What follows belongs to an exercise in optimizing a design on an open flow for small area, a short achievable clock period and few clock cycles; a production flow would make more cautious choices.
At most, simulation tests tie the RTL to the original design; equivalence was not proved.
Only the layout flow was run in run 1; the RTL was not checked for function there.
Power is estimated from default activity; no workload was simulated.

==> flow/design.v <==
`timescale 1ns / 1ps
module SingleCycleProcessor(
    input         clk,
    input         rst,
    output [31:0] imem_addr,
    input  [31:0] imem_rdata,
    output [31:0] dmem_addr,
    output [31:0] dmem_wdata,
    output        dmem_we,
    input  [31:0] dmem_rdata
    );
    localparam [6:0] OP_LW  = 7'b0000011;
    localparam [6:0] OP_SW  = 7'b0100011;
    localparam [6:0] OP_R   = 7'b0110011;
    localparam [6:0] OP_I   = 7'b0010011;
    localparam [6:0] OP_BEQ = 7'b1100011;
    localparam [6:0] OP_JAL = 7'b1101111;
    localparam ALU_SUB = 0, ALU_SHL = 1, ALU_OR = 2, ALU_AND = 3;
    reg  [31:1] pc;
    reg         id_ir0;        
    reg  [31:1] id_irh;
    wire [31:0] id_ir = {id_irh, id_ir0};
    reg  [31:1] id_x;          
    reg  [31:0] ex_a, ex_b, ex_c;
    reg  [3:0]  ex_alu;
    reg         ex_wr, ex_ld, ex_st, ex_br;
    reg  [4:0]  ex_rd;
    reg  [31:0] mem_res, mem_wd;
    reg         mem_we, mem_wr, mem_ld;
    reg  [4:0]  mem_rd;
    reg  [31:0] rf [1:31];
    assign imem_addr = {pc, 1'b0};
    wire [31:1] pc_d, x_d;
    wire        taken, stall;
    FetchUnit u_fetch (
        .pc(pc), .fi(imem_rdata),
        .id_ir(id_ir), .ex_rd(ex_rd), .ex_ld(ex_ld), .ex_wr(ex_wr),
        .ex_br(ex_br), .ex_a(ex_a), .ex_b(ex_b), .ex_c(ex_c[31:1]),
        .pc_d(pc_d), .x_d(x_d), .taken(taken), .stall(stall)
    );
    assign dmem_addr  = mem_res;
    assign dmem_wdata = mem_wd;
    assign dmem_we    = mem_we;
    wire [31:0] wb_data = mem_ld ? dmem_rdata : mem_res;
    always @(posedge clk) begin
        if (mem_wr)
            rf[mem_rd] <= wb_data;
    end
    wire [6:0] op  = id_ir[6:0];
    wire [4:0] rs1 = id_ir[19:15];
    wire [4:0] rs2 = id_ir[24:20];
    wire [4:0] rd  = id_ir[11:7];
    wire [2:0] f3  = id_ir[14:12];
    wire d_ld  = (op == OP_LW);
    wire d_st  = (op == OP_SW);
    wire d_r   = (op == OP_R);
    wire d_i   = (op == OP_I);
    wire d_br  = (op == OP_BEQ) && (rs1 != rs2);
    wire d_jal = (op == OP_JAL);
    wire d_wr  = (d_ld | d_r | d_i | d_jal) & (rd != 5'd0);
    wire [31:0] imm_i = {{20{id_ir[31]}}, id_ir[31:20]};
    wire [31:0] imm_s = {{20{id_ir[31]}}, id_ir[31:25], id_ir[11:7]};
    reg  [31:0] rf1, rf2;
    integer k;
    always @(*) begin
        rf1 = 32'd0;
        rf2 = 32'd0;
        for (k = 1; k < 32; k = k + 1) begin
            rf1 = rf1 | ({32{rs1 == k[4:0]}} & rf[k]);
            rf2 = rf2 | ({32{rs2 == k[4:0]}} & rf[k]);
        end
    end
    wire [31:0] rv1 = (rs1 != 5'd0 && mem_wr && mem_rd == rs1) ? wb_data : rf1;
    wire [31:0] rv2 = (rs2 != 5'd0 && mem_wr && mem_rd == rs2) ? wb_data : rf2;
    wire hit1 = ex_wr && (ex_rd == rs1);
    wire hit2 = ex_wr && (ex_rd == rs2);
    reg [3:0] d_alu;
    always @(*) begin
        d_alu = 4'b0000;
        if (d_r || d_i) begin
            case (f3)
                3'b000: d_alu = {3'b000, d_r & id_ir[30]};
                3'b010: d_alu = 4'b0010;
                3'b110: d_alu = 4'b0100;
                3'b111: d_alu = 4'b1000;
                default: d_alu = 4'b0000;
            endcase
        end
    end
    wire [31:0] a = ex_a;
    wire [31:0] b = ex_b;
    wire [31:0] sum = a + (ex_alu[ALU_SUB] ? ~b : b) + {31'd0, ex_alu[ALU_SUB]};
    wire [31:0] shl = (|b[31:5]) ? 32'd0 : (a << b[4:0]);
    wire [31:0] alu = ex_alu[ALU_SHL] ? shl :
                      ex_alu[ALU_OR]  ? (a | b) :
                      ex_alu[ALU_AND] ? (a & b) : sum;
    always @(posedge clk or posedge rst) begin
        if (rst) begin
            pc     <= 31'h800;        
            id_ir0 <= 1'b0;
            ex_wr  <= 1'b0;
            ex_ld  <= 1'b0;
            ex_st  <= 1'b0;
            ex_br  <= 1'b0;
            mem_we <= 1'b0;
            mem_wr <= 1'b0;
        end else begin
            pc     <= pc_d;
            mem_we <= ex_st;
            mem_wr <= ex_wr;
            if (taken || stall) begin
                ex_wr <= 1'b0;
                ex_ld <= 1'b0;
                ex_st <= 1'b0;
                ex_br <= 1'b0;
            end else begin
                ex_wr <= d_wr;
                ex_ld <= d_ld;
                ex_st <= d_st;
                ex_br <= d_br;
            end
            if (taken)
                id_ir0 <= 1'b0;
            else if (!stall)
                id_ir0 <= imem_rdata[0];
        end
    end
    always @(posedge clk) begin
        mem_res <= alu;
        mem_wd  <= ex_c;
        mem_ld  <= ex_ld;
        mem_rd  <= ex_rd;
        if (!stall) begin
            id_irh <= imem_rdata[31:1];
            id_x   <= x_d;
        end
        ex_a   <= d_jal ? {id_x, 1'b0} : hit1 ? alu : rv1;
        ex_b   <= (d_i || d_ld) ? imm_i : d_st ? imm_s : d_jal ? 32'd0 : hit2 ? alu : rv2;
        ex_c   <= !d_st ? {id_x, 1'b0} : hit2 ? alu : rv2;
        ex_alu <= d_alu;
        ex_rd  <= rd;
    end
endmodule
module FetchUnit (
    input  [31:1] pc,
    input  [31:0] fi,         
    input  [31:0] id_ir,      
    input  [4:0]  ex_rd,
    input         ex_ld,
    input         ex_wr,
    input         ex_br,
    input  [31:0] ex_a,
    input  [31:0] ex_b,
    input  [31:1] ex_c,       
    output [31:1] pc_d,
    output [31:1] x_d,
    output        taken,
    output        stall
    );
    localparam [6:0] OP_LW  = 7'b0000011;
    localparam [6:0] OP_SW  = 7'b0100011;
    localparam [6:0] OP_R   = 7'b0110011;
    localparam [6:0] OP_I   = 7'b0010011;
    localparam [6:0] OP_BEQ = 7'b1100011;
    localparam [6:0] OP_JAL = 7'b1101111;
    function automatic [20:0] prefix_add21(input [20:0] x, input [20:0] y);
        reg [20:0] g, p, gn, pn;
        integer l, i;
        begin
            g = x & y;
            p = x ^ y;
            for (l = 1; l < 21; l = l * 2) begin
                gn = g;
                pn = p;
                for (i = l; i < 21; i = i + 1) begin
                    gn[i] = g[i] | (p[i] & g[i-l]);
                    pn[i] = p[i] & p[i-l];
                end
                g = gn;
                p = pn;
            end
            prefix_add21 = (x ^ y) ^ {g[19:0], 1'b0};
        end
    endfunction
    function automatic [12:0] prefix_add13(input [12:0] x, input [12:0] y);
        reg [12:0] g, p, gn, pn;
        integer l, i;
        begin
            g = x & y;
            p = x ^ y;
            for (l = 1; l < 13; l = l * 2) begin
                gn = g;
                pn = p;
                for (i = l; i < 13; i = i + 1) begin
                    gn[i] = g[i] | (p[i] & g[i-l]);
                    pn[i] = p[i] & p[i-l];
                end
                g = gn;
                p = pn;
            end
            prefix_add13 = (x ^ y) ^ {g[11:0], 1'b0};
        end
    endfunction
    assign taken = ex_br && (ex_a == ex_b);
    wire [6:0] op  = id_ir[6:0];
    wire [4:0] rs1 = id_ir[19:15];
    wire [4:0] rs2 = id_ir[24:20];
    wire use1 = (op == OP_LW) | (op == OP_SW) | (op == OP_R) | (op == OP_I) |
                ((op == OP_BEQ) && (rs1 != rs2));
    wire use2 = (op == OP_SW) | (op == OP_R) | ((op == OP_BEQ) && (rs1 != rs2));
    assign stall = ex_ld && ex_wr && (((ex_rd == rs1) && use1) || ((ex_rd == rs2) && use2));
    wire f_jal   = (fi[6:0] == OP_JAL);
    wire f_bsame = (fi[6:0] == OP_BEQ) && (fi[19:15] == fi[24:20]);
    wire [31:1] f_next;
    wire [31:21] inc21, dec21;
    wire [31:13] inc13, dec13;
    PcSteps u_steps (.pc(pc), .next(f_next), .inc21(inc21), .dec21(dec21),
                     .inc13(inc13), .dec13(dec13));
    wire [20:0] lj = prefix_add21({1'b0, pc[20:1]}, {1'b0, fi[31], fi[19:12], fi[20], fi[30:21]});
    wire [12:0] lb = prefix_add13({1'b0, pc[12:1]}, {1'b0, fi[7], fi[31], fi[30:25], fi[11:8]});
    wire s = fi[31];
    wire [31:1] f_tj = {(lj[20] == s) ? pc[31:21] : lj[20] ? inc21 : dec21, lj[19:0]};
    wire [31:1] f_tb = {(lb[12] == s) ? pc[31:13] : lb[12] ? inc13 : dec13, lb[11:0]};
    assign pc_d = taken ? ex_c :
                  stall ? pc :
                  f_jal ? f_tj :
                  f_bsame ? f_tb : f_next;
    assign x_d = fi[2] ? f_next : f_tb;
endmodule
module PcSteps (
    input  [31:1]  pc,
    output [31:1]  next,
    output [31:21] inc21,
    output [31:21] dec21,
    output [31:13] inc13,
    output [31:13] dec13
    );
    assign next  = pc + 31'd2;
    assign inc21 = pc[31:21] + 1'b1;
    assign dec21 = pc[31:21] - 1'b1;
    assign inc13 = pc[31:13] + 1'b1;
    assign dec13 = pc[31:13] - 1'b1;
endmodule
==> flow/flow/run.sh <==
#!/bin/bash
# The standard ORFS layout, with the resizer's setup repair aiming MARGIN ns
# below the (unchanged) clock period instead of config.mk's at most 5 ns.
set -euo pipefail
MARGIN=6.5
sed "s/SETUP_SLACK_MARGIN=[^ ]*/SETUP_SLACK_MARGIN=$MARGIN/" standard.sh > standard_margin.sh
grep -q "SETUP_SLACK_MARGIN=$MARGIN" standard_margin.sh
bash standard_margin.sh > make.log 2>&1
==> flow/standard.sh <==
#!/bin/bash
# synth_recipe.tcl (not shown) runs the flow's synth.tcl, then flattens the netlist and writes it again
# the make line also repeats each setting of config.mk as NAME=value (left out here)
make -C /OpenROAD-flow-scripts/flow DESIGN_CONFIG=/design/flow/config.mk WORK_HOME=/design/flow/orfs CLKGATE_MAP_FILE= SYNTH_SCRIPT=/design/flow/synth_recipe.tcl "${@:-finish}"
==> flow/config.mk <==
export PLATFORM = sky130hd
export DESIGN_NAME = SingleCycleProcessor
export DESIGN_NICKNAME = SingleCycleProcessor
export VERILOG_FILES = /design/flow/design.v
export SDC_FILE = /design/flow/constraint.sdc
export NUM_CORES = 4
export LEC_CHECK = 0
export CAP_MARGIN = 20
export CORE_MARGIN = 2
export CORE_UTILIZATION = 40
export SETUP_SLACK_MARGIN = 5
export SLEW_MARGIN = 20
export SYNTH_HIERARCHICAL = 1
export TNS_END_PERCENT = 100
==> flow/constraint.sdc <==
create_clock -name core_clock -period 10.0 [get_ports {clk}]
set_input_delay 2.0000 -clock core_clock [delete_from_list [all_inputs] [get_ports {clk}]]
set_output_delay 2.0000 -clock core_clock [all_outputs]
set_load 0.01 [all_outputs]
==> results.txt, run 1 <==
final worst path period need 3.72 ns; clk sinks approximately 1,300; Simple-Gate Fraction of Synth Area 11.1%; outcome timing/DRC/antenna clean; largest family of logic cells by synthesized area compound AO/OA/AOI/OAI gates; placer congestion estimate a little under 1; worst skew pair latency around 0.8 ns; CTS tree built; largest area contributor in the netlist edfxtp_1; ys async rst share 3.00%; Synth top cells by count edfxtp_1, a22oi_1, nand2_1; drc violations 0; HPWL Detailed 186 mm; DRT Pass-1 Iters 9; Initial Util 40.4%; Reg2Reg Setup Slack around 6.3 ns; max-cap violations 0; critical path class register to register; max incr delay on CP 0.57 ns; global-route usage over all layers 38.7%; fin nets ~5,700; peak supply drop 0.191 mV; initial antenna violation count 8; EDFF count, synth 1,054; Die W roughly 400 µm; first-pass GRT wire length about 430 mm; Seq/Total Area, Yosys 58.0%; YS warnings 8; Setup crit start id_irh[22]; Final Hold Fails 0; largest net degree at the start of global routing 53; drt wl/cell 41.2 µm; std cell rows 144; Synth cell types 115; Die Ht 399 µm; I/O Buffers about 160; Worst Setup EP ex_c[3]; Antenna Nets Post-Route 0; Hold WC Path Type register to register; Via-to-Cell Ratio 7.33; IO Pins 163; largest cells by area after synthesis edfxtp_1, a22oi_1, dfxtp_1; worst r2r dst ex_c[3]; 1st-iter DRT viols 12,900; critical path arrival between 4 and 5 ns; Max Slew Vio Count 0; final instance area 74,600 µm²; Area Overhead vs Synth 19.9%; Num CTS Buffers between 100 and 150; setup_tns 0 ns; Core Util, Final 48.4%; RSZ-0062 raised after global routing true; Synth top area share approximately half; DP Area 66,700 µm²; crit-path cells buf_6 > nand3b_1 > nor2_4 > buf_6 > a222oi_1 > nand3_1 > nor3_1 > a31oi_2 > mux2i_4 > o21ai_0; final wirelength 316 mm; Yosys reg bits 1,267; worst path required time 10.70 ns; Max Root-Sink Buffers 3; share of layout cells above drive strength 1 20.0%; top_reg_cell synth edfxtp_1; Via Count ~56,000; total core area 154,000 µm²; final instance count without filler cells 7,677; total congestion overflow 0; Mapped Nets 5,403; Post-Synthesis Cell Area 62,300 µm²; PwrDens 221 nW/µm²; CP endpoint kind register; worst-path fanout max 24; multiplexer share of the synthesized area roughly 4.0%; adder-cell share of the synthesized area under 10%; most common cell in the netlist edfxtp_1; most frequent CP cell buf_6; fin crit share 37.2%; die area 159,000 µm²; Avg Inst Size Synth around 12 µm²; # H-tree levels 4; Leak Pwr 0.0261 µW; Critical R2R Launch id_irh[22]; Clock Root Buffer clkbuf_16; xor/xnor share of the synthesized area approximately 3.1%; Slew headroom 21.4%; Filler cells 13,800; Reg2Reg Depth 10; FMAX 0.269 GHz; DP Cell Count 7,251; Setup Skew 0.0394 ns; slew of the pin with the lowest slew margin 1.18 ns; Worst-path clk slew approximately 0.060 ns; Worst setup SP type register; vias in the first global route 51,900; compound-gate portion of the synthesized area between 15 and 20%; Post-Synthesis Cells 5,269; critical path's slowest cell buf_6; Final setup viols 0
-- area by class of cell --
type	instances	area (µm²)	area share, %
clock inverters	75	830	1.11
repair inverters	1	5.00	0.00671
diodes	7	17.5	0.0235
repair buffers	505	4720	6.32
well taps	2044	2560	3.43
inverters	56	218	0.292
flip-flops and latches	1267	36200	48.5
clock buffers	169	3540	4.74
multi-input cells	3553	26600	35.6
-- layer usage --
layer / track usage [%] / up-vias / routed length [µm]
met3: 15.7 / 1500 / 55600
met4: 26.3 / 6 / 28300
met5: 0 / - / 122
met2: 52.8 / 6108 / 124000
met1: 50.0 / 27200 / 108000
li1: - / 21500 / -
-- modules after synthesis, one instance, submodules excluded --
module	area, µm²	cells	times used	flops+latches
FetchUnit	4860	695	1	0
PcSteps	1550	225	1	0
SingleCycleProcessor	55800	4349	1	1267
-- power breakdown --
group	switching (µW)	leakage (µW)	internal, µW
combinational	2840	0.0125	1560
sequential	421	0.0115	6610
clock	2240	0.00209	2830
-- timing repair --
| action | 4_1_cts | 5_1_grt |
|---|---|---|
| gates cloned | 13 | 2 |
| buffers inserted | 121 | 39 |
| endpoints found under the hold margin | 0 | 0 |
| hold buffers | 0 | 0 |
| gates resized for setup | 595 | 152 |
| endpoints found under the setup margin | 315 | 171 |
| pin swaps | 97 | 60 |
-- state kept, by name (all words and copies together), names as in the netlist, 4 cells and up --
name / cells
mem_wd: 32
ex_rd: 5
ex_alu: 4
rf: 992
mem_res: 32
id_x: 31
ex_c: 32
id_irh: 31
ex_b: 32
ex_a: 32
pc: 31
mem_rd: 5
-- worst min path at each step --
stage,endpoint,slack [ns],cells after the start,start
2_1_floorplan,mem_wd[0],0.31,0,ex_c[0]
3_3_place_gp,mem_wd[0],0.32,0,ex_c[0]
3_5_place_dp,mem_wd[0],0.32,0,ex_c[0]
4_1_cts,mem_we,0.35,0,ex_st
5_1_grt,mem_we,0.35,0,ex_st
6_report,mem_we,0.35,0,ex_st
-- logic make-up (layout without fill, tap and decap cells) --
logic type               count (synthesis)  in the layout
XOR/XNOR                               221            221
flip-flops                            1267           1267
AO/OA/AOI/OAI                         1624           1625
other                                    1              8
multiplexers                           203            203
buffers and inverters                  450            806
adder cells (fa/ha/maj)                 68             68
AND/OR/NAND/NOR                       1435           1435
-- worst max-delay path: cells and delay by family (launching register included) --
kind                   cells  cell delay, ns
and+or+nand+nor            4            1.08
AOI/OAI and AO/OA          3            1.04
buffers and inverters      2            0.78
DFF                        1            0.38
muxes                      1            0.27
-- metrics by stage --
stage | hold slack (ns) | power [µW] | setup WS, ns
after CTS | 0.348 | 16100 | 6.35
final | 0.347 | 16500 | 6.28
after global routing | 0.354 | 16800 | 6.29
after global placement | 0.321 | 10700 | 4.29
after detailed placement | 0.320 | 10700 | 4.34
after floorplan | 0.310 | 9020 | 5.72
-- cells in the final DEF, fill, tap and decap left out, drive strengths merged, types with 91 or more instances in the layout --
cell type and instances:
nand2 479, nand4 108, buf 370, dfxtp 175
a22oi 902, nor2 293, xor2 146, nand3 139
edfxtp 1054, o21ai 158, nor3 107, a21oi 91
clkbuf 175
==> inputs of run 2 (changes only) <==
--- a/flow/design.v
+++ b/flow/design.v
@@ -90,5 +90,5 @@
     wire [31:0] a = ex_a;
     wire [31:0] b = ex_b;
-    wire [31:0] sum = a + (ex_alu[ALU_SUB] ? ~b : b) + {31'd0, ex_alu[ALU_SUB]};
+    wire [31:0] sum = a + b + {31'd0, ex_alu[ALU_SUB]};
     wire [31:0] shl = (|b[31:5]) ? 32'd0 : (a << b[4:0]);
     wire [31:0] alu = ex_alu[ALU_SHL] ? shl :
@@ -136,5 +136,6 @@
         end
         ex_a   <= d_jal ? {id_x, 1'b0} : hit1 ? alu : rv1;
-        ex_b   <= (d_i || d_ld) ? imm_i : d_st ? imm_s : d_jal ? 32'd0 : hit2 ? alu : rv2;
+        ex_b   <= (d_i || d_ld) ? imm_i : d_st ? imm_s : d_jal ? 32'd0 :
+                  {32{d_alu[ALU_SUB]}} ^ (hit2 ? alu : rv2);
         ex_c   <= !d_st ? {id_x, 1'b0} : hit2 ? alu : rv2;
         ex_alu <= d_alu;
--- a/flow/config.mk
+++ b/flow/config.mk
@@ -9,4 +9,5 @@
 export CORE_MARGIN = 2
 export CORE_UTILIZATION = 40
+export CTS_CLUSTER_SIZE = 30
 export SETUP_SLACK_MARGIN = 5
 export SLEW_MARGIN = 20
==> run 2 against run 1 <==
  * Still clean
  * Cell area is 2.3% higher
  * Cell count is 2.6% higher
  * Synthesized cell count is 2.6% higher
  * Synthesized area is 1.5% higher
  * Utilization is 0.39 points higher
  * Combinational power is 3% higher
  * Flip-flop and latch count stayed put
  * Worst hold slack worse by 0.023 ns
  * Non-clock buffer count is 50 higher
  * Critical path type is now input pin to register
  * Critical endpoint is now id_x[23]
  * Largest cell class unchanged
  * Highest routed layer unchanged
==> results.txt, run 2 <==
PwrDens 217 nW/µm² (-1.8%); Clock Root Buffer clkbuf_16; peak supply drop 0.198 mV (+3.8%); clk sinks 1,267 (unchanged); final wirelength 321 mm (+1.7%); worst skew pair latency 0.81 ns (about the same); Final Hold Fails 0 (unchanged); Filler cells 13,700 (-0.70%); largest cells by area after synthesis edfxtp_1, a22oi_1, dfxtp_1; Setup Skew 0.0360 ns (-0.00343 ns); critical path class input pin to register; most common cell in the netlist edfxtp_1; DR top layer met5; Met2 Wirelength 123 mm (-0.54%); DP Cell Count 7,394 (+2.0%); Initial Util 40.4% (about the same); total core area 157,000 µm² (+1.5%); max-cap violations 0 (unchanged); die area 161,000 µm² (+1.5%); global-route usage over all layers 37.9% (-0.76 points); IO Pins 163 (unchanged); Seq/Total Area, Yosys 57.1% (-0.87 points); critical path's slowest cell fa_2; max reg flops 992 (unchanged); Yosys reg bits 1,267 (unchanged); final worst path period need 3.77 ns (+0.0465 ns); # H-tree levels 4 (unchanged); Post-CTS Hold Fix Bufs 0 (unchanged); ys async rst share 3.00% (unchanged); CP endpoint kind register; worst path required time 10.53 ns (-0.17 ns); met3 wire len 58.6 mm (+5.4%); Synth top area share 50.1% (-0.77 points); EDFF count, synth 1,054 (unchanged); Max Root-Sink Buffers 3 (unchanged); 1st-iter DRT viols 13,500 (+4.5%); share of layout cells above drive strength 1 20.9% (+0.88 points); drt wl/cell 40.8 µm (-0.92%); Via-to-Cell Ratio 7.37 (+0.55%); DRT Pass-1 Iters 14 (+5); Buffers & Inverters on Critical Path 4 (+2); Die Ht 402 µm (+0.75%); initial antenna violation count 12 (+4); max incr delay on CP 0.34 ns (-0.23 ns); top_reg_cell synth edfxtp_1; setup_tns 0 ns (unchanged); total congestion overflow 0 (unchanged); Num CTS Buffers 137 (+3.0%); I/O Buffers 161 (unchanged); Hold WC Path Type register to register; Post-Synthesis Cell Area 63,200 µm² (+1.5%); fin crit share 37.7% (+0.47 points); final instance count without filler cells 7,877 (+2.6%); FMAX 0.265 GHz (-1.2%); largest area contributor in the netlist edfxtp_1; slew of the pin with the lowest slew margin 1.20 ns (+0.0229 ns); Via Count 58,100 (+3.2%); std cell rows 145 (+0.69%); DP Area 67,600 µm² (+1.4%); YS warnings 8 (unchanged); Slew headroom 19.9% (-1.5 points); worst-path fanout max 5 (-79%); Worst-path clk slew 0.06 ns (about the same); Die W 402 µm (+0.75%); Metal-1 WL 113 mm (+4.9%); Antenna Nets Post-Route 0 (unchanged); Max Slew Vio Count 0 (unchanged); fin nets 5,862 (+3.7%); first-pass GRT wire length 429 mm (+0.58%); placer congestion estimate 0.990 (about the same); largest net degree at the start of global routing 62 (+17%); Final setup viols 0 (unchanged); CP top delay family compound AO/OA/AOI/OAI gates; commonest non-fill, non-tap cell in the layout edfxtp_1; HPWL Detailed 185 mm (-0.63%); Top reg by flops rf; Worst setup SP type input pin; drc violations 0 (unchanged); critical path arrival 4.30 ns (-0.12 ns); vias in the first global route 53,200 (+2.5%); Post-Synthesis Cells 5,404 (+2.6%); most frequent cells in the layout edfxtp_1, a22oi_1, nand2_1; crit-path cells buf_8 > ha_4 > fa_2 > a21o_1 > a21oi_4 > nor4_4 > o22a_2 > buf_12 > buf_12 > buf_12 > mux2i_1 > mux2i_1 > mux2_4; Synth top cells by count edfxtp_1, a22oi_1, nand2_1; Mapped Nets 5,571 (+3.1%); outcome timing/DRC/antenna clean; final instance area 76,400 µm² (+2.3%); RSZ-0062 raised after global routing true; Avg Inst Size Synth 11.7 µm² (-1.0%); CTS tree built; Area Overhead vs Synth 20.8%; Synth cell types 116 (+0.87%); most frequent CP cell buf_12; Leak Pwr 0.0266 µW (+1.8%)
-- run 2: cell types whose count changed in the layout (fill, tap and decap cells not counted), sizes merged, moves of 40 or more --
cell	change
buf	+40
inv	+49
nand2	-54
nand3	+63
a21oi	+55
a22oi	-115
-- run 2: modules after synthesis (local to each module, per instance) --
module	area, µm²	cells inside
FetchUnit	4860	695
PcSteps	1550	225
SingleCycleProcessor	56800	4484
-- run 2: cell families after synthesis --
group,after synthesis,share of synthesized area [%]
other,1,0.00593
muxes,212,4.09
xor gates and xnor gates,187,2.59
adders and majority gates,101,2.05
and+or+nand+nor,1514,11.9
AOI/OAI and AO/OA,1602,18.7
DFF,1267,57.1
buffers and inverters,520,3.58
-- run 2: worst register-to-register path, stage by stage (launching register included) --
cell      delay [ns]
edfxtp_1        0.36
buf_4           0.23
nor2_1          0.15
buf_4           0.38
and2_2          0.45
buf_12          0.43
a222oi_1        0.21
nand3_1         0.10
nor2_1          0.05
a31oi_2         0.44
mux2_4          0.33
nor2_1          0.07
a221o_1         0.26
-- run 2: power breakdown --
| group | internal [µW] | leakage [µW] | switching [µW] | total [µW] |
|---|---|---|---|---|
| Clock | 2790 | 0.00210 | 2210 | 5000 |
| Combinational | 1630 | 0.0130 | 2910 | 4530 |
| Sequential | 6620 | 0.0115 | 417 | 7030 |
| Total | 11000 | 0.0266 | 5530 | 16600 |
-- run 2: metal layers --
| layer | up-vias | global-route usage, % |
|---|---|---|
| met5 | - | 0.0892 |
| met4 | 11 | 23.0 |
| met3 | 1559 | 17.1 |
| met2 | 6437 | 50.8 |
| met1 | 28000 | 49.7 |
| li1 | 22100 | - |
-- run 2: area by class of cell --
type / instances / area, µm² / share of cell area (%)
antenna: 13 / 32.5 / 0.0426
clock buffer: 181 / 3780 / 4.95
clock inverter: 69 / 507 / 0.663
inverter: 113 / 462 / 0.605
multi-input combinational: 3619 / 27400 / 35.9
sequential: 1267 / 36200 / 47.4
tap: 2058 / 2570 / 3.37
timing repair buffer: 555 / 5390 / 7.05
timing repair inverter: 2 / 10.0 / 0.0131
-- run 2: path summary, 6_finish.rpt --
check	from	to	slack, ns	cells after the start
worst min register to register	ex_c[0]	mem_wd[0]	0.32	0
worst max register to register	id_irh[20]	ex_b[7]	6.41	12
min in group asynchronous	rst	pc[29]	1.70	2
worst min-delay path	ex_c[0]	mem_wd[0]	0.32	0
worst max-delay path	imem_rdata[8]	id_x[23]	6.23	13
max in group asynchronous	rst	pc[24]	7.67	2
-- run 2: through the flow --
step                util (%)  hold slack, ns  setup slack [ns]  power (µW)
floorplan                  -           0.310              5.72        9040
global placement        43.2           0.315              4.53       10700
detailed placement      43.2           0.322              4.50       10700
CTS                     47.8           0.325              6.30       16100
global route            48.8           0.324              6.21       16900
finish                  48.8           0.324              6.23       16600
-- run 2: timing repair --
item                                    in CTS  in global routing
endpoints found under the setup margin     319                210
buffers inserted                           141                 60
resized for setup                          585                265
pin swaps                                   93                 76
cloned                                      13                  5
Testbench counts of run 2, summed over its fixed seeds: cycles 58,973.
==> inputs of run 3 (changes only) <==
--- a/flow/design.v
+++ b/flow/design.v
@@ -174,7 +174,9 @@
                 gn = g;
                 pn = p;
-                for (i = l; i < 21; i = i + 1) begin
-                    gn[i] = g[i] | (p[i] & g[i-l]);
-                    pn[i] = p[i] & p[i-l];
+                for (i = 0; i < 21; i = i + 1) begin
+                    if ((i / l) % 2 == 1) begin
+                        gn[i] = g[i] | (p[i] & g[(i / l) * l - 1]);
+                        pn[i] = p[i] & p[(i / l) * l - 1];
+                    end
                 end
                 g = gn;
@@ -193,7 +195,9 @@
                 gn = g;
                 pn = p;
-                for (i = l; i < 13; i = i + 1) begin
-                    gn[i] = g[i] | (p[i] & g[i-l]);
-                    pn[i] = p[i] & p[i-l];
+                for (i = 0; i < 13; i = i + 1) begin
+                    if ((i / l) % 2 == 1) begin
+                        gn[i] = g[i] | (p[i] & g[(i / l) * l - 1]);
+                        pn[i] = p[i] & p[(i / l) * l - 1];
+                    end
                 end
                 g = gn;
--- a/flow/flow/run.sh
+++ b/flow/flow/run.sh
@@ -3,5 +3,5 @@
 # below the (unchanged) clock period instead of config.mk's at most 5 ns.
 set -euo pipefail
-MARGIN=6.5
+MARGIN=6.7
 sed "s/SETUP_SLACK_MARGIN=[^ ]*/SETUP_SLACK_MARGIN=$MARGIN/" standard.sh > standard_margin.sh
 grep -q "SETUP_SLACK_MARGIN=$MARGIN" standard_margin.sh
==> run 3 against run 2 <==
  * Still clean
  * Utilization rose by 2.0 points
  * Synthesized cell count is 0.57% lower
  * Synthesized area is 0.66% lower
  * Non-clock buffer count up 128
  * Clock-buffer cell count is 8 higher
  * Clock skew up 0.013 ns
  * Power rose by 6.8%
  * Flip-flop and latch count unchanged
  * Sequential power increased by 2%
  * Critical path type is now register to output pin
  * Critical endpoint is now dmem_addr[25]
  * Largest power group unchanged
  * Highest routed layer unchanged
==> results.txt, run 3 <==
outcome timing/DRC/antenna clean; FMAX 0.270 GHz (+1.8%); Slew headroom 16.6% (-3.3 points); 1st-iter DRT viols 14,800 (+9.9%); total congestion overflow 0 (unchanged); largest net degree at the start of global routing 63 (+1.6%); critical path class register to output pin; Hold WC Path Type register to register; I/O Buffers 161 (unchanged); PwrDens 223 nW/µm² (+2.8%); setup_tns 0 ns (unchanged); # H-tree levels 4 (unchanged); CP endpoint kind output pin; Post-Synthesis Cells 5,373 (-0.57%); most common cell in the netlist edfxtp_1; initial antenna violation count 18 (+6); Synth top cells by count edfxtp_1, a22oi_1, nand2_1; total core area 156,000 µm² (-0.35%); Avg Inst Size Synth 11.7 µm² (about the same); Reg2Reg Setup Slack 6.54 ns (+0.13 ns); ys async rst share 3.00% (unchanged); Post-Synthesis Cell Area 62,800 µm² (-0.66%); vias in the first global route 52,800 (-0.75%); EDFF count, synth 1,054 (unchanged); Filler cells 13,400 (-2.2%); Seq/Total Area, Yosys 57.5% (+0.38 points); crit-path cells buf_2; largest area contributor in the netlist edfxtp_1; Synth top area share 50.4% (+0.33 points); Max Slew Vio Count 0 (unchanged); Die W 400 µm (-0.33%); Max Root-Sink Buffers 3 (unchanged); Via-to-Cell Ratio 7.42 (+0.62%); YS warnings 8 (unchanged); global-route usage over all layers 39.4% (+1.5 points); Final setup viols 0 (unchanged); Antenna Nets Post-Route 0 (unchanged); worst skew pair latency 0.83 ns (+0.02 ns); Worst-path clk slew 0.06 ns (about the same); fin nets 5,978 (+2.0%); fin crit share 37.0% (-0.66 points); Hold Slack 0.340 ns (+0.0158 ns); Worst setup SP type register; worst path required time 8.00 ns (-2.53 ns); critical path's slowest cell dfxtp_1; die area 160,000 µm² (-0.66%); DRT Pass-1 Iters 13 (-1); Synth cell types 108 (-6.9%); Final Hold Fails 0 (unchanged); CTS tree built; Area Overhead vs Synth 26.3%; max incr delay on CP 0.67 ns (+0.33 ns); critical path arrival 1.70 ns (-2.60 ns); Leak Pwr 0.0277 µW (+4.3%); peak supply drop 0.200 mV (+1.2%); Top reg by flops rf; max-cap violations 0 (unchanged); Buffers & Inverters on Critical Path 1 (-3); Setup Skew 0.0493 ns (+0.0134 ns); first-pass GRT wire length 436 mm (+1.8%); drc violations 0 (unchanged); Yosys reg bits 1,267 (unchanged); largest cells by area after synthesis edfxtp_1, a22oi_1, dfxtp_1; Num CTS Buffers 140 (+2.2%); max reg flops 992 (unchanged); slew of the pin with the lowest slew margin 1.25 ns (+0.0495 ns); Clock Root Buffer clkbuf_16; clk sinks 1,267 (unchanged); final wirelength 336 mm (+4.6%); top_reg_cell synth edfxtp_1; IO Pins 163 (unchanged); drt wl/cell 42.1 µm (+3.2%); HPWL Detailed 188 mm (+1.6%); final worst path period need 3.70 ns (-0.0657 ns); RSZ-0062 raised after global routing true; Via Count 59,200 (+2.0%); std cell rows 145 (unchanged); placer congestion estimate 0.991 (about the same); most frequent cells in the layout edfxtp_1, a22oi_1, nand2_1; Die Ht 400 µm (-0.33%); worst-path fanout max 3 (-2); commonest non-fill, non-tap cell in the layout edfxtp_1; CP top delay family flip-flops; Initial Util 40.2% (-0.13 points); Mapped Nets 5,545 (-0.47%); share of layout cells above drive strength 1 26.5% (+5.6 points)
run 3: path summary, 6_finish.rpt:
check	start	endpoint	depth (start not counted)
hold / removal	ex_c[0]	mem_wd[0]	0
setup reg to reg	id_irh[19]	ex_a[29]	11
min in group asynchronous	rst	pc[30]	2
hold reg to reg	ex_c[0]	mem_wd[0]	0
setup / recovery	mem_res[25]	dmem_addr[25]	1
max in group asynchronous	rst	pc[18]	2
run 3: kinds of logic (layout without fill, tap and decap cells):
group | count (synthesis) | count (layout) | share of synthesized area, %
compound gates | 1624 | 1624 | 19.0
simple gates | 1483 | 1484 | 11.7
flops | 1267 | 1267 | 57.5
buf+inv | 542 | 1071 | 3.68
xor+xnor | 180 | 180 | 2.51
mux | 170 | 178 | 3.42
fa+ha+maj | 106 | 106 | 2.24
other cells | 1 | 16 | 0.00597
run 3: stage by stage:
| stage | power (µW) | cell area [µm²] | worst slack, ns | util (%) | cells |
|---|---|---|---|---|---|
| after floorplan | 9280 | 63100 | 5.83 | - | 5373 |
| after global placement | 11000 | 67300 | 4.10 | 43.1 | 7357 |
| after detailed placement | 11000 | 67300 | 4.07 | 43.1 | 7357 |
| after CTS | 16900 | 76200 | 6.38 | 48.9 | 7833 |
| after global routing | 18000 | 79300 | 6.26 | 50.8 | 7970 |
| final | 17700 | 79300 | 6.30 | 50.8 | 7984 |
run 3: layout make-up:
type	count	area (µm²)	share of cell area, %
tap	2058	2570	3.25
timing repair inverter	4	20.0	0.0252
clock inverter	58	608	0.767
inverter	137	564	0.712
antenna	15	37.5	0.0473
multi-input combinational	3573	28100	35.4
sequential	1267	36400	45.9
clock buffer	189	3880	4.90
timing repair buffer	683	7140	9.00
run 3: report_power, final:
group          internal, µW  switching (µW)  total (µW)
Combinational          2030            3260        5290
Sequential             6680             503        7180
Clock                  2940            2270        5220
Total                 11700            6040       17700
run 3: per-layer routing:
layer	part of all wire, %	track usage, %
met5	0.25	0.575
met4	9.4	25.7
met3	18	17.4
met2	38	52.9
met1	34	51.1
run 3: modules after synthesis, one instance, submodules excluded:
module / cells / times used / flip-flops and latches
FetchUnit: 664 / 1 / 0
SingleCycleProcessor: 4484 / 1 / 1267
PcSteps: 225 / 1 / 0
run 3: timing repair:
| action | 4_1_cts | 5_1_grt |
|---|---|---|
| cloned | 19 | 22 |
| endpoints found under the hold margin | 0 | 0 |
| pin swaps | 123 | 136 |
| hold buffers | 0 | 0 |
| endpoints found under the setup margin | 368 | 247 |
| gates resized for setup | 1149 | 349 |
| setup buffers | 210 | 114 |
Testbench counts of run 3, summed over its fixed seeds: cycles 58,973.
==> inputs of run 4 (changes only) <==
==> flow/flow/run.sh (replaced) <==
#!/bin/bash
# The standard ORFS layout, with two changes made on make's command line:
#  - the resizer's setup repair aims MARGIN ns below the (unchanged) clock
#    period instead of config.mk's at most 5 ns;
#  - the buffer put on every input and output port is buf_2 instead of the
#    delay cell buffer_ports picks on its own.
set -euo pipefail
MARGIN=6.7
sed -e "s/SETUP_SLACK_MARGIN=[^ ]*/SETUP_SLACK_MARGIN=$MARGIN/" \
    -e "s/CLKGATE_MAP_FILE= /CLKGATE_MAP_FILE= 'BUFFER_PORTS_ARGS=-buffer_cell sky130_fd_sc_hd__buf_2' /" \
    standard.sh > standard_margin.sh
grep -q "SETUP_SLACK_MARGIN=$MARGIN" standard_margin.sh
grep -q "BUFFER_PORTS_ARGS" standard_margin.sh
bash standard_margin.sh > make.log 2>&1
--- a/flow/config.mk
+++ b/flow/config.mk
@@ -9,5 +9,5 @@
 export CORE_MARGIN = 2
 export CORE_UTILIZATION = 40
-export CTS_CLUSTER_SIZE = 30
+export CTS_BUF_LIST = sky130_fd_sc_hd__clkbuf_8
 export SETUP_SLACK_MARGIN = 5
 export SLEW_MARGIN = 20
==> run 4 against run 3 <==
  * Die area stayed put
  * Critical path depth stayed put
  * Wire length is 1.1% lower
  * Fmax hardly changed
  * Global-route usage is 0.22 points higher
  * Cell area is 0.85% lower
  * Power is 5.8% lower
  * Setup slack better by 0.0035 ns
  * Still clean on timing, DRC and antenna
  * Clock-buffer cell count is 33 higher
==> results.txt, run 4 <==
PwrDens 212 nW/µm² (-5.0%); YS warnings 8 (unchanged); Antenna Nets Post-Route 0 (unchanged); Hold WC Path Type register to register; EDFF count, synth 1,054 (unchanged); Avg Inst Size Synth 11.7 µm² (unchanged); crit-path cells buf_6; share of layout cells above drive strength 1 28.1% (+1.6 points); total congestion overflow 0 (unchanged); critical path's slowest cell dfstp_2; Initial Util 40.2% (unchanged); Synth cell types 108 (unchanged); Reg2Reg Setup Slack 6.39 ns (-0.15 ns); Die W 400 µm (unchanged); worst-path fanout max 2 (-1); largest net degree at the start of global routing 63 (unchanged); slew of the pin with the lowest slew margin 1.06 ns (-0.187 ns); Clock Root Buffer clkbuf_8; Yosys reg bits 1,267 (unchanged); Levels on crit path 1 (unchanged); Mapped Nets 5,545 (unchanged); setup_tns 0 ns (unchanged); global-route usage over all layers 39.6% (+0.22 points); most frequent cells in the layout edfxtp_1, a22oi_1, nand2_1; total core area 156,000 µm² (unchanged); IO Pins 163 (unchanged); die area 160,000 µm² (unchanged); Via Count 59,600 (+0.55%); GR Layer Usage met2 52.7% (-0.17 points); worst path required time 8.00 ns (about the same); Post-CTS Hold Fix Bufs 0 (unchanged); CP endpoint kind output pin; HPWL Detailed 187 mm (-0.20%); Worst Setup EP imem_addr[12]; FMAX 0.270 GHz (about the same); Filler cells 13,500 (+0.88%); Seq/Total Area, Yosys 57.5% (unchanged); min-delay src ex_c[31]; met3 usage 19.6% (+2.2 points); critical path class register to output pin; drc violations 0 (unchanged); final worst path period need 3.70 ns (-0.00346 ns); Post-Synthesis Cell Area 62,800 µm² (unchanged); Final Hold Fails 0 (unchanged); outcome timing/DRC/antenna clean; Critical R2R Launch id_irh[23]; Max Root-Sink Buffers 3 (unchanged); max reg flops 992 (unchanged); I/O Buffers 161 (unchanged); max incr delay on CP 0.58 ns (-0.09 ns); Final setup viols 0 (unchanged); critical path arrival 1.70 ns (about the same); std cell rows 145 (unchanged); final instance count without filler cells 8,107 (+1.5%); peak supply drop 0.190 mV (-5.2%); DRT Pass-1 Iters 10 (-3); first-pass GRT wire length 438 mm (+0.37%); final wirelength 333 mm (-1.1%); layer with the highest usage met2; Synth top cells by count edfxtp_1, a22oi_1, nand2_1; RSZ-0062 raised after global routing true; fin crit share 37.0% (about the same); Num CTS Buffers 206 (+47%); largest cells by area after synthesis edfxtp_1, a22oi_1, dfxtp_1; Via-to-Cell Ratio 7.35 (-0.98%); worst skew pair latency 1.01 ns (+0.18 ns); max-cap violations 0 (unchanged); Leak Pwr 0.0277 µW (+0.14%); Setup crit start pc[12]; CP top delay family flip-flops; Synth top area share 50.4% (unchanged); top_reg_cell synth edfxtp_1; fin nets 6,037 (+0.99%); Worst-path clk slew 0.06 ns (about the same); initial antenna violation count 22 (+4); placer congestion estimate 1.01 (+1.5%); Max Slew Vio Count 0 (unchanged); ys async rst share 3.00% (unchanged); 1st-iter DRT viols 14,700 (-1.0%); Worst setup SP type register; Die Ht 400 µm (unchanged); Design Power 16,700 µW (-5.8%); Setup Skew 0.0662 ns (+0.0168 ns); Top reg by flops rf; DP Cell Count 7,355 (-0.027%); CTS tree built; commonest non-fill, non-tap cell in the layout edfxtp_1; Buffers & Inverters on Critical Path 1 (unchanged); vias in the first global route 54,100 (+2.3%); drt wl/cell 41.0 µm (-2.6%); Area Overhead vs Synth 25.2%; clk sinks 1,267 (unchanged); largest area contributor in the netlist edfxtp_1; most common cell in the netlist edfxtp_1; M1 GR Usage 50.8% (-0.33 points); Slew headroom 29.1% (+12 points); worst r2r dst ex_b[25]; Reg2Reg Depth 11 (unchanged); Post-Synthesis Cells 5,373 (unchanged); # H-tree levels 4 (unchanged)
run 4: cell counts after synthesis:
Identical to the previous run, type by type.
run 4: cells by family (layout without fill, tap and decap cells):
kind of cell,after synthesis,after routing,share of synthesized area [%]
AOI/OAI and AO/OA,1624,1624,19.0
and+or+nand+nor,1483,1485,11.7
DFF,1267,1267,57.5
buffers and inverters,542,1202,3.68
xor gates and xnor gates,180,180,2.51
muxes,170,170,3.42
adders and majority gates,106,106,2.24
other,1,15,0.00597
run 4: layout make-up:
cell class | count | area [µm²] | share of cell area, %
sequential | 1267 | 36400 | 46.3
multi-input combinational | 3566 | 27800 | 35.4
timing repair buffer | 685 | 7250 | 9.22
clock buffer | 222 | 3060 | 3.89
tap | 2058 | 2570 | 3.27
clock inverter | 156 | 935 | 1.19
inverter | 137 | 552 | 0.702
antenna | 14 | 35.0 | 0.0446
timing repair inverter | 2 | 10.0 | 0.0127
run 4: per-stage QoR:
stage          hold slack, ns  cell area [µm²]  utilization [%]  setup slack [ns]
2_1_floorplan           0.310            63100                -              5.83
3_3_place_gp            0.312            66500             42.6              4.54
3_5_place_dp            0.323            66500             42.6              4.52
4_1_cts                 0.325            75400             48.3              6.26
5_1_grt                 0.330            78600             50.4              6.31
6_report                0.320            78600             50.4              6.30
run 4: worst min-delay path by stage:
| stage | end | slack [ns] | cells past startpoint |
|---|---|---|---|
| final | mem_wd[31] | 0.32 | 0 |
| after floorplan | mem_wd[0] | 0.31 | 0 |
| after CTS | mem_wd[31] | 0.33 | 0 |
| after global placement | mem_wd[0] | 0.31 | 0 |
| after global routing | mem_wd[0] | 0.33 | 0 |
| after detailed placement | mem_wd[0] | 0.32 | 0 |
run 4: Yosys stat by module, one instance, submodules excluded:
module | flops+latches | cells inside | cell area [µm²] | copies in the design
SingleCycleProcessor | 1267 | 4484 | 56800 | 1
PcSteps | 0 | 225 | 1550 | 1
FetchUnit | 0 | 664 | 4440 | 1
run 4: timing repair:
action                                  in CTS  in global routing
endpoints found under the setup margin     288                388
resized for setup                          671                366
pin swaps                                  110                154
cloned                                      19                 12
hold endpoints to repair                     0                  0
setup buffers                              183                144
run 4: power breakdown:
part | switching [µW] | total, µW | internal, µW
clock | 2280 | 4520 | 2240
sequential | 488 | 7190 | 6700
combinational | 3080 | 4960 | 1880
run 4: routing by layer:
layer / routed length (µm) / vias up
met5: 428 / -
met4: 28400 / 21
met3: 62400 / 1805
met2: 128000 / 6855
met1: 114000 / 28600
li1: - / 22300
==> inputs of run 5 (changes only) <==
--- a/flow/flow/run.sh
+++ b/flow/flow/run.sh
@@ -6,5 +6,5 @@
 #    delay cell buffer_ports picks on its own.
 set -euo pipefail
-MARGIN=6.7
+MARGIN=6.4
 sed -e "s/SETUP_SLACK_MARGIN=[^ ]*/SETUP_SLACK_MARGIN=$MARGIN/" \
     -e "s/CLKGATE_MAP_FILE= /CLKGATE_MAP_FILE= 'BUFFER_PORTS_ARGS=-buffer_cell sky130_fd_sc_hd__buf_2' /" \
--- a/flow/config.mk
+++ b/flow/config.mk
@@ -9,5 +9,4 @@
 export CORE_MARGIN = 2
 export CORE_UTILIZATION = 40
-export CTS_BUF_LIST = sky130_fd_sc_hd__clkbuf_8
 export SETUP_SLACK_MARGIN = 5
 export SLEW_MARGIN = 20
==> run 5 against run 4 <==
  * Combinational power shrank 13%
  * Sequential share of layout area grew 2.9 points
  * Worst hold slack gained 0.011 ns
  * Wire length shrank 6.0%
  * Synthesized area is the same
  * Clock skew grew 0.0010 ns
  * Cell count shrank 4.7%
  * First-iteration DRC count shrank 3.5%
  * Critical path type is now register to register
  * Critical endpoint is now ex_a[31]
  * Largest cell class unchanged
  * Highest routed layer unchanged
==> results.txt, run 5 <==
outcome timing/DRC/antenna clean; DRT Pass-1 Iters 13 (+3); worst-path fanout max 32 (+30); total congestion overflow 0 (unchanged); worst path required time 10.73 ns (+2.73 ns); Hold WC Path Type register to register; max incr delay on CP 0.83 ns (+0.25 ns); drc violations 0 (unchanged); xor/xnor share of the synthesized area 2.51% (unchanged); ys async rst share 3.00% (unchanged); largest cells by area after synthesis edfxtp_1, a22oi_1, dfxtp_1; Setup Skew 0.0672 ns (+0.00103 ns); fin nets 5,722 (-5.2%); Buffers & Inverters on Critical Path 2 (+1); Initial Util 40.2% (unchanged); setup_tns 0 ns (unchanged); EDFF count, synth 1,054 (unchanged); final worst path period need 3.70 ns (-0.00113 ns); placer congestion estimate 0.978 (-2.7%); multiplexer share of the synthesized area 3.42% (unchanged); compound-gate portion of the synthesized area 19.0% (unchanged); top_reg_cell synth edfxtp_1; clk sinks 1,267 (unchanged); commonest non-fill, non-tap cell in the layout edfxtp_1; Post-Synthesis Cells 5,373 (unchanged); Mapped Nets 5,545 (unchanged); I/O Buffers 161 (unchanged); adder-cell share of the synthesized area 2.24% (unchanged); Synth top cells by count edfxtp_1, a22oi_1, nand2_1; critical path arrival 4.43 ns (+2.73 ns); 1st-iter DRT viols 14,200 (-3.5%); global-route usage over all layers 37.9% (-1.8 points); Num CTS Buffers 141 (-32%); # H-tree levels 4 (unchanged); Die Ht 400 µm (unchanged); slew of the pin with the lowest slew margin 1.19 ns (+0.128 ns); total core area 156,000 µm² (unchanged); max-cap violations 0 (unchanged); Max Slew Vio Count 0 (unchanged); Slew headroom 20.1% (-9.0 points); Synth cell types 108 (unchanged); Antenna Nets Post-Route 0 (unchanged); Simple-Gate Fraction of Synth Area 11.7% (unchanged); first-pass GRT wire length 421 mm (-3.9%); final wirelength 313 mm (-6.0%); most frequent cells in the layout edfxtp_1, a22oi_1, nand2_1; FMAX 0.270 GHz (about the same); CP top delay family compound AO/OA/AOI/OAI gates; initial antenna violation count 13 (-41%); Via-to-Cell Ratio 7.33 (-0.27%); PwrDens 227 nW/µm² (+6.9%); largest net degree at the start of global routing 63 (unchanged); Seq/Total Area, Yosys 57.5% (unchanged); CP endpoint kind register; Design Power 16,700 µW (about the same); Final Hold Fails 0 (unchanged); vias in the first global route 52,100 (-3.7%); Worst-path clk slew 0.06 ns (about the same); Via Count 56,600 (-4.9%); Synth top area share 50.4% (unchanged); Avg Inst Size Synth 11.7 µm² (unchanged); largest area contributor in the netlist edfxtp_1; RSZ-0062 raised after global routing true; std cell rows 145 (unchanged); YS warnings 8 (unchanged); most frequent CP cell buf_4; Area Overhead vs Synth 17.2%; most common cell in the netlist edfxtp_1; Post-Synthesis Cell Area 62,800 µm² (unchanged); CTS tree built; fin crit share 37.0% (about the same); Post-CTS Hold Fix Bufs 0 (unchanged); peak supply drop 0.166 mV (-13%); critical path class register to register; max reg flops 992 (unchanged); share of layout cells above drive strength 1 19.6% (-8.6 points); drt wl/cell 40.4 µm (-1.4%); worst skew pair latency 0.83 ns (-0.18 ns); largest family of logic cells by synthesized area compound AO/OA/AOI/OAI gates; Leak Pwr 0.0255 µW (-8.3%); IO Pins 163 (unchanged); Top reg by flops rf; Yosys reg bits 1,267 (unchanged); Final setup viols 0 (unchanged); critical path's slowest cell buf_4; die area 160,000 µm² (unchanged); Die W 400 µm (unchanged); Worst setup SP type register; HPWL Detailed 183 mm (-2.2%); Clock Root Buffer clkbuf_16; crit-path cells buf_4 > or3_1 > nor2_4 > buf_4 > a22oi_1 > nand4_1 > nor3_1 > a31oi_1 > a21oi_2 > o21ai_0; Max Root-Sink Buffers 3 (unchanged)
[run 5: final cells by class]
type                            count  area, µm²
Tap cell                         2058       2570
Clock buffer                      173       3750
Clock inverter                     82        774
Sequential cell                  1267      36200
Antenna cell                        9       22.5
Timing Repair Buffer              438       3540
Fill cell                       13900      82400
Inverter                          137        536
Multi-Input combinational cell   3565      26200
[run 5: kinds of logic after synthesis]
group | Yosys count
simple gates | 1483
buf+inv | 542
fa+ha+maj | 106
xor+xnor | 180
other cells | 1
mux | 170
compound gates | 1624
flops | 1267
[run 5: power breakdown]
part,total (µW),internal (µW),switching (µW)
Combinational,4310,1470,2840
Clock,5200,2880,2320
Sequential,7180,6660,516
Total,16700,11000,5670
[run 5: routing by layer]
| layer | part of all wire, % | global-route usage [%] | up-vias |
|---|---|---|---|
| li1 | - | - | 21600 |
| met1 | 35 | 50.3 | 27300 |
| met2 | 39 | 50.9 | 6281 |
| met3 | 18 | 15.9 | 1453 |
| met4 | 7.8 | 22.9 | 8 |
| met5 | 0.016 | 0 | - |
[run 5: what timing repair did]
action	CTS	global route
setup buffers	68	33
endpoints found under the hold margin	0	0
endpoints found under the setup margin	221	155
pin swaps	39	60
resized for setup	240	171
gates cloned	8	2
[run 5: Yosys stat by module, one instance, submodules excluded]
module                flip-flops and latches  times used
PcSteps                                    0           1
SingleCycleProcessor                    1267           1
FetchUnit                                  0           1
[run 5: worst paths after layout]
check,start,to,slack [ns],cells past startpoint
worst max-delay path,id_irh[17],ex_a[31],6.30,10
max in group asynchronous,rst,pc[23],8.16,3
worst min register to register,ex_c[0],mem_wd[0],0.33,0
min in group asynchronous,rst,ex_st,1.35,3
worst min-delay path,ex_c[0],mem_wd[0],0.33,0
worst max register to register,id_irh[17],ex_a[31],6.30,10
[run 5: per-stage QoR]
step | setup WS [ns] | utilization, % | hold slack, ns | cell area, µm² | std cells
3_5_place_dp | 4.55 | 42.6 | 0.323 | 66400 | 7354
3_3_place_gp | 4.64 | 42.6 | 0.316 | 66400 | 7354
4_1_cts | 6.37 | 46.6 | 0.320 | 72600 | 7685
6_report | 6.30 | 47.2 | 0.332 | 73600 | 7729
2_1_floorplan | 5.83 | - | 0.310 | 63000 | 5373
5_1_grt | 6.23 | 47.2 | 0.337 | 73600 | 7721
==> inputs of run 6 (changes only) <==
--- a/flow/config.mk
+++ b/flow/config.mk
@@ -8,5 +8,5 @@
 export CAP_MARGIN = 20
 export CORE_MARGIN = 2
-export CORE_UTILIZATION = 40
+export CORE_UTILIZATION = 50
 export SETUP_SLACK_MARGIN = 5
 export SLEW_MARGIN = 20
==> run 6 against run 5 <==
  * Synthesized cell count unchanged
  * Flip-flop and latch count stayed put
  * Non-clock buffer count is 31 higher
  * Sequential power barely moved
  * Power rose by 2.0%
  * Sequential share of layout area is 0.18 points lower
  * Clock-buffer cell count is 2 higher
  * Clock power grew 2%
  * Worst hold slack better by 0.0015 ns
  * Highest routed layer unchanged
==> results.txt, run 6 <==
Mapped Nets 5,545 (unchanged); YS warnings 8 (unchanged); Via-to-Cell Ratio 7.78 (+6.3%); die area 128,000 µm² (-20%); Yosys reg bits 1,267 (unchanged); fin crit share 37.9% (+0.93 points); EDFF count, synth 1,054 (unchanged); Clock power frac 31.1% (about the same); global-route usage over all layers 47.7% (+9.8 points); sw frac 33.7% (-0.27 points); 1st-iter DRT viols 14,200 (+0.37%); Final Hold Fails 0 (unchanged); drc violations 0 (unchanged); Top reg by flops rf; RSZ-0062 raised after global routing true; max incr delay on CP 0.66 ns (-0.17 ns); max reg flops 992 (unchanged); top_reg_cell synth edfxtp_1; worst skew pair latency 0.80 ns (-0.03 ns); hold path depth 0 (unchanged); Synth top cells by count edfxtp_1, a22oi_1, nand2_1; Synth top area share 50.4% (unchanged); crit-path cells or3b_2 > nor2_4 > buf_4 > buf_6 > a22o_1 > a221oi_1 > nand3_1 > nor4_4 > a21oi_1 > mux2i_1 > o21ai_0; Worst setup SP type register; Reg2Reg Setup Slack 6.21 ns (-0.09 ns); Int Pwr 11,300 µW (+2.4%); placer congestion estimate 1.03 (+4.9%); area of the multi-input gates 26,500 µm² (+1.2%); CTS tree built; worst r2r dst ex_a[6]; Antenna Nets Post-Route 0 (unchanged); Hold Slack 0.333 ns (+0.00154 ns); worst path required time 10.69 ns (-0.04 ns); most frequent cells in the layout edfxtp_1, a22oi_1, nand2_1; Core Util, Final 59.1% (+12 points); DRT Pass-1 Iters 12 (-1); Filler cells 10,100 (-27%); Reg2Reg Depth 11 (+1); outcome timing/DRC/antenna clean; Worst-path clk slew 0.07 ns (about the same); Final setup viols 0 (unchanged); Initial Util 50.2% (+10 points); Max Root-Sink Buffers 3 (unchanged); Register Area 36,200 µm² (about the same); Post-CTS Hold Fix Bufs 0 (unchanged); critical path's slowest cell or3b_2; Max Slew Vio Count 0 (unchanged); Via Count 57,200 (+1.0%); fin nets 5,751 (+0.51%); Setup Skew 0.0375 ns (-0.0297 ns); Area Overhead vs Synth 17.7%; Seq/Total Area, Yosys 57.5% (unchanged); most common cell in the netlist edfxtp_1; I/O Buffers 161 (unchanged); # H-tree levels 4 (unchanged); CP top delay family simple AND/OR/NAND/NOR gates; Leak Pwr 0.0257 µW (+1.1%); Num CTS Buffers 138 (-2.1%); Buffers & Inverters on Critical Path 2 (unchanged); Critical R2R Launch id_irh[18]; Hold Path Sink mem_wd[0]; PwrDens 230 nW/µm² (+1.6%); clk sinks 1,267 (unchanged); Clock Root Buffer clkbuf_16; ys async rst share 3.00% (unchanged); Sequential Power Share 42.4% (-0.6 points); Die Ht 358 µm (-10%); Hold WC Path Type register to register; commonest non-fill, non-tap cell in the layout edfxtp_1; total congestion overflow 0 (unchanged); std cell rows 130 (-10%); total core area 125,000 µm² (-20%); Avg Inst Size Synth 11.7 µm² (unchanged); vias in the first global route 52,000 (-0.13%); Post-Synthesis Cells 5,373 (unchanged); peak supply drop 0.264 mV (+59%); share of layout cells above drive strength 1 20.8% (+1.2 points); final wirelength 314 mm (+0.62%); CP endpoint kind register; Die W 358 µm (-10%); first-pass GRT wire length 420 mm (about the same); drt wl/cell 42.8 µm (+5.8%); largest area contributor in the netlist edfxtp_1; worst-path fanout max 17 (-47%); HPWL Detailed 183 mm (-0.27%); P_sw 5740 µW (+1.2%); FMAX 0.264 GHz (-2.5%); Synth cell types 108 (unchanged); critical path arrival 4.48 ns (+0.05 ns); critical path class register to register; Post-Synthesis Cell Area 62,800 µm² (unchanged); setup_tns 0 ns (unchanged); final worst path period need 3.79 ns (+0.0930 ns); largest net degree at the start of global routing 63 (unchanged); slew of the pin with the lowest slew margin 1.35 ns (+0.159 ns); Slew headroom 9.73% (-10 points); IO Pins 163 (unchanged); min-delay src ex_c[0]; Comb pwr share 26.5% (+0.7 points); max-cap violations 0 (unchanged); initial antenna violation count 18 (+5); largest cells by area after synthesis edfxtp_1, a22oi_1, dfxtp_1
## run 6: timing repair
action / in CTS / in global routing
setup endpoints to repair: 219 / 121
pin swaps: 52 / 75
gates cloned: 7 / 7
buffers inserted: 68 / 39
resized for setup: 258 / 210
## run 6: power by group through the flow
stage | Clock (µW) | Combinational [µW] | Sequential, µW
finish | 5300 | 4510 | 7210
global route | 5470 | 4660 | 7210
CTS | 5270 | 3980 | 7150
detailed placement | 0 | 3610 | 7250
global placement | 0 | 3580 | 7260
floorplan | 0 | 2240 | 7010
## run 6: logic make-up after synthesis
group,count (synthesis),synth area share (%)
multiplexers,170,3.42
AO/OA/AOI/OAI,1624,19.0
adder cells (fa/ha/maj),106,2.24
buffers and inverters,542,3.68
flip-flops,1267,57.5
XOR/XNOR,180,2.51
other,1,0.00597
AND/OR/NAND/NOR,1483,11.7
## run 6: how the worst max path moves through the flow
stage                         from       end  slack, ns  depth (start not counted)
global placement    imem_rdata[25]  id_x[17]       4.82                         11
floorplan           imem_rdata[26]  id_x[18]       5.83                         11
CTS                     id_irh[24]   ex_b[3]       6.30                         12
detailed placement  imem_rdata[31]  id_x[17]       4.77                         11
finish                  id_irh[18]   ex_a[6]       6.21                         11
global route        imem_rdata[28]  id_x[17]       6.25                         12
## run 6: through the flow
stage | worst slack [ns] | cell area [µm²] | instances | total power [µW]
floorplan | 5.83 | 63000 | 5373 | 9260
global placement | 4.82 | 66000 | 6963 | 10800
detailed placement | 4.77 | 66100 | 6966 | 10900
CTS | 6.30 | 72400 | 7289 | 16400
finish | 6.21 | 73900 | 7348 | 17000
global route | 6.25 | 73900 | 7337 | 17300
## run 6: layer usage
layer | vias up | GRT usage [%] | part of all wire, % | wire length (µm)
met5 | - | 0.667 | 0.032 | 101
li1 | 21700 | - | - | -
met1 | 27500 | 62.7 | 34 | 108000
met3 | 1629 | 22.8 | 19 | 59800
met2 | 6430 | 62.9 | 38 | 120000
met4 | 12 | 29.5 | 8.3 | 26300
## run 6: Yosys stat by module, one instance, submodules excluded
module | flip-flops and latches | cell area [µm²]
FetchUnit | 0 | 4440
PcSteps | 0 | 1550
SingleCycleProcessor | 1267 | 56800
## run 6: worst register-to-register path: cells and delay by family, from the launching register on
family / cells / cell delay (ns)
and+or+nand+nor: 4 / 1.04
AOI/OAI and AO/OA: 4 / 1.00
buffers and inverters: 2 / 0.87
DFF: 1 / 0.56
muxes: 1 / 0.24
## run 6: area by class of cell
class / count / share of cell area [%]
timing repair buffer: 469 / 5.33
antenna: 11 / 0.0373
inverter: 137 / 0.730
clock buffer: 175 / 5.09
tap: 1650 / 2.79
timing repair inverter: 2 / 0.0135
multi-input combinational: 3564 / 35.9
clock inverter: 73 / 1.11
sequential: 1267 / 49.0

[what the ideal ports hide]
The flow's constraints put no driver on any port. The routed layouts listed below were extracted and timed again, unchanged, in two steps.
Step 1, drivers: a clkbuf_16 drives clk and a buf_2 each remaining input, both assumed.
Step 2 also shifts input and output timing later by t, the mid clock arrival at the registers, as if the neighbouring blocks saw the same clock.
Slacks: ideal / step 1 / step 2; pairs: ideal / step 1.
| run | t, ns | setup WS [ns] | worst data-port slew with drivers (ns) |
|---|---|---|---|
| run 1 | 0.891 | 6.279 / 6.279 / 5.514 | 0.08 |
| run 2 | 0.879 | 6.232 / 6.274 / 5.395 | 0.06 |
| run 3 | 0.890 | 6.298 / 6.215 / 5.477 | 0.10 |
| run 4 | 1.060 | 6.302 / 6.213 / 5.540 | 0.07 |
| run 5 | 0.888 | 6.303 / 6.303 / 5.498 | 0.06 |
| run 6 | 0.871 | 6.210 / 6.210 / 5.474 | 0.06 |
After both steps every run listed still meets setup and hold. The setup slack of run 2, which loses most, moves by +0.042 ns with the drivers and by -0.837 ns with both steps.
